Source: an optimization exercise on an open RTL-to-GDS flow (aim: small area and a short achievable clock period). Production flows keep margins and buffers that such runs may drop. RTL that was checked went through simulation tests only; none was proved equivalent to the original. Power is estimated from default activity; no workload was simulated.

==> willow <==
// mips
module mips(input         clk, reset,
            output [31:0] pc,
            input  [31:0] instr,
            output        memwrite,
            output [31:0] memaddr,
            output [31:0] memwritedata,
            input  [31:0] memreaddata);
export LEC_CHECK = 0
export ABC_CLOCK_PERIOD_IN_PS = 3500
export CAP_MARGIN = 20
export CORE_MARGIN = 2
export CORE_UTILIZATION = 40
export PLACE_DENSITY = 0.6
export SETUP_SLACK_MARGIN = 3.5
export SLEW_MARGIN = 20
create_clock -name core_clock -period 7.0 [get_ports {clk}]
run.sh (not shown) runs the stock make flow with config.mk's settings and CLKGATE_MAP_FILE= SYNTH_SCRIPT=/design/flow/synth_recipe.tcl, a recipe that flattens the netlist after the stock synthesis.
==> maple (differences from willow) <==
--- a/flow/design.v
+++ b/flow/design.v
@@ -1,42 +1,58 @@
 `timescale 1ns/1ps
 module regfile(input             clk,
                input             we,
                input      [4:0]  ra1, ra2, wa,
                input      [31:0] wd,
+               input             f1, f2,
+               input      [31:0] fd,
                output     [31:0] rd1, rd2,
                output     [31:0] r31);
-  wire [31:0] q   [0:31];
-  wire [31:0] t1  [0:31];
-  wire [31:0] t2  [0:31];
-  assign q[0]  = 32'b0;
-  assign t1[0] = 32'b0;
-  assign t2[0] = 32'b0;
-  genvar i;
+  reg  [31:0] R [1:31];
+  wire [31:1] s1, s2;
+  genvar i, b;
   generate
     for (i = 1; i < 32; i = i + 1) begin : r
-      reg  [31:0] R;
-      wire        wen = we & (wa == i);
       always @(posedge clk)
-        if (wen) R <= wd;
-      assign q[i]  = R;
-      assign t1[i] = t1[i-1] | (R & {32{ra1 == i}});
-      assign t2[i] = t2[i-1] | (R & {32{ra2 == i}});
+        if (we & (wa == i)) R[i] <= wd;
+      assign s1[i] = ~f1 & (ra1 == i);
+      assign s2[i] = ~f2 & (ra2 == i);
+    end
+    for (b = 0; b < 32; b = b + 1) begin : c
+      wire [31:1] col;
+      for (i = 1; i < 32; i = i + 1) begin : g
+        assign col[i] = R[i][b];
+      end
+      rdsel p1(.d(col), .s(s1), .f(f1), .fd(fd[b]), .y(rd1[b]));
+      rdsel p2(.d(col), .s(s2), .f(f2), .fd(fd[b]), .y(rd2[b]));
     end
   endgenerate
-  assign rd1 = t1[31];
-  assign rd2 = t2[31];
-  assign r31 = q[31];
+  assign r31 = R[31];
+endmodule
+module rdsel(input [31:1] d, input [31:1] s, input f, fd, output y);
+  wire [10:0] n;
+  genvar k;
+  generate
+    for (k = 0; k < 10; k = k + 1) begin : g
+      aoi222 a(.a1(d[3*k+1]), .a2(s[3*k+1]),
+               .b1(d[3*k+2]), .b2(s[3*k+2]),
+               .c1(d[3*k+3]), .c2(s[3*k+3]), .y(n[k]));
+    end
+  endgenerate
+  assign n[10] = ~((d[31] & s[31]) | (f & fd));
+  assign y = ~(&n[3:0]) | ~(&n[7:4]) | ~(&n[10:8]);
+endmodule
+module aoi222(input a1, a2, b1, b2, c1, c2, output y);
+  assign y = ~((a1 & a2) | (b1 & b2) | (c1 & c2));
 endmodule
 module alu(input      [31:0] a, b,
-           input      [2:0]  alucont,
+           input             cin,
+           input      [1:0]  sel,
            output reg [31:0] result);
-  wire [31:0] b2, sum;
-  assign b2  = alucont[2] ? ~b : b;
-  assign sum = a + b2 + alucont[2];
+  wire [31:0] sum = a + b + cin;
   always @(*)
-    case (alucont[1:0])
+    case (sel)
       2'b00: result = a & b;
       2'b01: result = a | b;
       2'b10: result = sum;
       2'b11: result = {31'b0, sum[31]};
     endcase
@@ -52,15 +68,19 @@
   reg  [31:0] pcF;           
   reg  [31:0] pcprev;        
   reg  [11:0] ctlD;          
   reg  [19:0] fldD;          
   reg         sltiD;         
-  reg  [31:0] srcaE, wdE, immE;
+  reg         sxD;           
+  reg  [31:0] srcaE, wdE;
+  reg  [15:0] immE;          
+  reg         luiE, sxE;     
   reg  [4:0]  wregE;
-  reg         fa1E, fa2E, fb1E, fb2E;   
-  reg  [2:0]  aluctlE;
-  reg         rtypeE, alusrcE;
+  reg         fa0E, fa1E, fa2E;   
+  reg         fb0E, fb1E, fb2E;   
+  reg  [1:0]  aluselE;
+  reg         subE, alusrcE;
   reg         memtoregE, memwriteE, branchE, regwriteE, jumpE;
   reg  [31:0] aluoutM, wdM;
   reg  [4:0]  wregM;
   reg         eqM;
   reg         memtoregM, memwriteM, branchM, regwriteM;
@@ -112,82 +132,104 @@
           6'b101010, 6'b101011: aluctlD = 3'b111;
           default:              aluctlD = 3'b010;
         endcase
     endcase
   wire isjrD = (opD == 6'b000000) & (functD == 6'b001000);
-  wire [31:0] signimmD = {{16{signext & immD[15]}}, immD};
-  wire [31:0] shimmD   = shiftl16 ? {immD, 16'b0} : signimmD;
+  wire [31:0] signimmD = {{16{sxD}}, immD};
   wire stall = memtoregE & ((rsD == wregE) | (rtD == wregE));
   wire pcsrc = branchM & (opD[0] ^ eqM);
   wire flush = pcsrc | jumpE;
   wire bubble = stall | flush;
+  wire fa1N = regwriteE & (wregE == rsD);
+  wire fa2N = regwriteM & (wregM == rsD);
+  wire fb1N = regwriteE & (wregE == rtD);
+  wire fb2N = regwriteM & (wregM == rtD);
+  wire sltiN = stall ? sltiD : ~flush & (instr[31:26] == 6'b001010);
+  wire subN = aluctlD[2] | (aluop == 2'b11 & sltiN);
+  wire fwdA = regwriteW & (wregW == rsD);
+  wire fwdB = regwriteW & (wregW == rtD);
   wire [31:0] rd1, rd2, r31;
   wire        jumpW = jumpE;
   regfile rf(
     .clk (clk),
     .we  (regwriteW),
     .ra1 (rsD),
     .ra2 (rtD),
     .wa  (jumpW ? 5'd31 : wregW),
     .wd  (jumpW ? pcF : resultW),
+    .f1  (fwdA),
+    .f2  (fwdB),
+    .fd  (resultW),
     .rd1 (rd1),
     .rd2 (rd2),
     .r31 (r31));
-  wire fwdA = regwriteW & (wregW == rsD);
-  wire fwdB = regwriteW & (wregW == rtD);
-  wire [31:0] srcaD = fwdA ? resultW : rd1;
-  wire [31:0] wdD   = fwdB ? resultW : rd2;
+  wire [31:0] srcaD = rd1;
+  wire [31:0] wdD   = rd2;
   wire [31:0] pcplus4  = pcF + 32'd4;
   wire [31:0] pcbranch = pcprev + {signimmD[29:0], 2'b00};
-  wire [31:0] pcnext   = ~flush ? pcplus4 :
-                         isjrD  ? r31 :
-                         pcsrc  ? pcbranch : pcplus4;
-  always @(posedge clk, posedge reset)
-    if (reset)       pcF <= 32'b0;
-    else if (~stall) pcF <= pcnext;
+  wire        selJr    = ~stall & flush & isjrD;
+  wire        selBr    = ~stall & flush & ~isjrD & pcsrc;
+  wire        selP4    = ~stall & ~(flush & (isjrD | pcsrc));
+  wire [31:0] pcnext   = ({32{stall}} & pcF) | ({32{selP4}} & pcplus4) |
+                         ({32{selJr}} & r31) | ({32{selBr}} & pcbranch);
+  always @(posedge clk, posedge reset)
+    if (reset) pcF <= 32'b0;
+    else       pcF <= pcnext;
   always @(posedge clk)
     pcprev <= pcF;
   always @(posedge clk, posedge reset)
     if (reset)       ctlD <= 12'b0;
     else if (~stall) ctlD <= flush ? 12'b0 : {instr[31:26], instr[5:0]};
-  always @(posedge clk)
+  always @(posedge clk) begin
     if (~stall) begin
-      fldD  <= flush ? 20'b0 : instr[25:6];
-      sltiD <= ~flush & (instr[31:26] == 6'b001010);
-    end
+      fldD <= flush ? 20'b0 : instr[25:6];
+      sxD  <= ~flush & instr[15] &
+              ((instr[31:26] == 6'b100011) | (instr[31:26] == 6'b101011) |
+               (instr[31:27] == 5'b00010) | (instr[31:26] == 6'b001000) |
+               (instr[31:26] == 6'b001001) | (instr[31:26] == 6'b001010));
+    end
+    sltiD <= sltiN;
+  end
   always @(posedge clk) begin
     srcaE   <= srcaD;
     wdE     <= wdD;
-    immE    <= shimmD;
+    immE    <= immD;
+    luiE    <= shiftl16;
+    sxE     <= sxD;
     wregE   <= regdst ? rdD : rtD;
-    fa1E    <= regwriteE & (wregE == rsD);
-    fa2E    <= regwriteM & (wregM == rsD);
-    fb1E    <= regwriteE & (wregE == rtD);
-    fb2E    <= regwriteM & (wregM == rtD);
-    aluctlE <= aluctlD;
-    rtypeE  <= aluop == 2'b11;
+    fa0E    <= ~fa1N & ~fa2N;
+    fa1E    <= fa1N;
+    fa2E    <= ~fa1N & fa2N;
+    fb0E    <= ~fb1N & ~fb2N;
+    fb1E    <= fb1N;
+    fb2E    <= ~fb1N & fb2N;
+    aluselE <= (aluop == 2'b11 & sltiN) ? 2'b11 : aluctlD[1:0];
+    subE    <= subN;
     alusrcE <= alusrc;
   end
   always @(posedge clk, posedge reset)
     if (reset) {memtoregE, memwriteE, branchE, regwriteE, jumpE} <= 5'b0;
     else       {memtoregE, memwriteE, branchE, regwriteE, jumpE} <=
                  bubble ? 5'b0 : {memtoreg, memwrite_d, branch, regwrite, jump};
-  wire [31:0] srcA = fa1E ? aluoutM : fa2E ? resultW : srcaE;
-  wire [31:0] srcB = fb1E ? aluoutM : fb2E ? resultW : wdE;
-  wire [31:0] opB  = alusrcE ? immE : srcB;
-  wire [2:0]  alucontrol = (rtypeE & sltiD) ? 3'b111 : aluctlE;
+  wire [31:0] srcA = ({32{fa1E}} & aluoutM) | ({32{fa2E}} & resultW) |
+                     ({32{fa0E}} & srcaE);
+  wire [31:0] srcB = ({32{fb1E}} & aluoutM) | ({32{fb2E}} & resultW) |
+                     ({32{fb0E}} & wdE);
+  wire [31:0] shimmE = luiE ? {immE, 16'b0} : {{16{sxE}}, immE};
+  wire [31:0] opB  = (alusrcE ? shimmE : srcB) ^ {32{subE}};
   wire [31:0] aluout;
   alu alu(
-    .a       (srcA),
-    .b       (opB),
-    .alucont (alucontrol),
-    .result  (aluout));
+    .a      (srcA),
+    .b      (opB),
+    .cin    (subE),
+    .sel    (aluselE),
+    .result (aluout));
   always @(posedge clk) begin
     aluoutM <= aluout;
     wdM     <= srcB;
     wregM   <= wregE;
-    eqM     <= srcA == opB;
+    eqM     <= srcA == srcB;
   end
   always @(posedge clk, posedge reset)
     if (reset) {memtoregM, memwriteM, branchM, regwriteM} <= 4'b0;
     else       {memtoregM, memwriteM, branchM, regwriteM} <=
                  {memtoregE, memwriteE, branchE, regwriteE};
CORE_UTILIZATION = 55   (was 40)
CTS_BUF_LIST = sky130_fd_sc_hd__clkbuf_16   (was default)
CTS_CLUSTER_DIAMETER = 80   (was default)
CTS_CLUSTER_SIZE = 30   (was default)
PLACE_DENSITY = 0.65   (was 0.6)
SYNTH_HIERARCHICAL = 1   (was default)
==> reports/results.tsv <==
metric	value	unit
non-filler cells, final	6868	
Inserted Clock Buffers	138	
clk pwr	7.37	mW
status	timing/DRC/antenna clean	
Seq. cell area	36800	um^2
slowest stage delay, CP	0.46	ns
Synth Warn #	3	
Post-synth ARST share	0.04103	
multiplexer share of the synthesized area	0.02865	
Top reg by flops	rf.r.R	
DR iter-0 viols	10905	
Post-synth top cells	edfxtp_1, a22oi_1, nor2_1	
Worst path top cell family by delay	compound AO/OA/AOI/OAI gates	
Internal	15.72	mW
placed cells	6509	
That was willow.
==> reports/results.tsv <==
metric	value	unit
Seq. cell area	36540	um^2
Worst path top cell family by delay	simple AND/OR/NAND/NOR gates	
Internal	13.20	mW
Top reg by flops	rf.R	
Inserted Clock Buffers	56	
placed cells	5432	
WHS	0.3682	ns
slowest stage delay, CP	0.76	ns
Synth Warn #	10	
status	timing/DRC/antenna clean	
clk pwr	4.18	mW
multiplexer share of the synthesized area	0.02077	
sequential power share	0.528	
That was maple.
Only the layout flow was run in willow; the RTL was not checked for function there.

re-timing with driven ports:
How much do the figures lean on ideal ports? The routed layouts below were timed once more, with nothing changed but the port constraints.
Step 1 assumes that a clkbuf_16 drives the clock port and a buf_2 every other input.
Step 2 adds t to the input delays and takes it off the output delays; t is the mean of the earliest and latest rising clock arrival at the registers after step 1. Input paths then give back, and output paths get back, about the clock's delay inside the block.
a / b / c = no drivers / after step 1 / after step 2; a / b = the first two.
| run | shift t [ns] | slack for setup (ns) | worst setup path after step 2 |
|---|---|---|---|
| willow | 0.875 | 3.109 / 3.109 / 3.109 | register to register |
| maple | 0.804 | 3.204 / 3.204 / 3.204 | register to register |
After both steps every run listed still meets setup and hold.
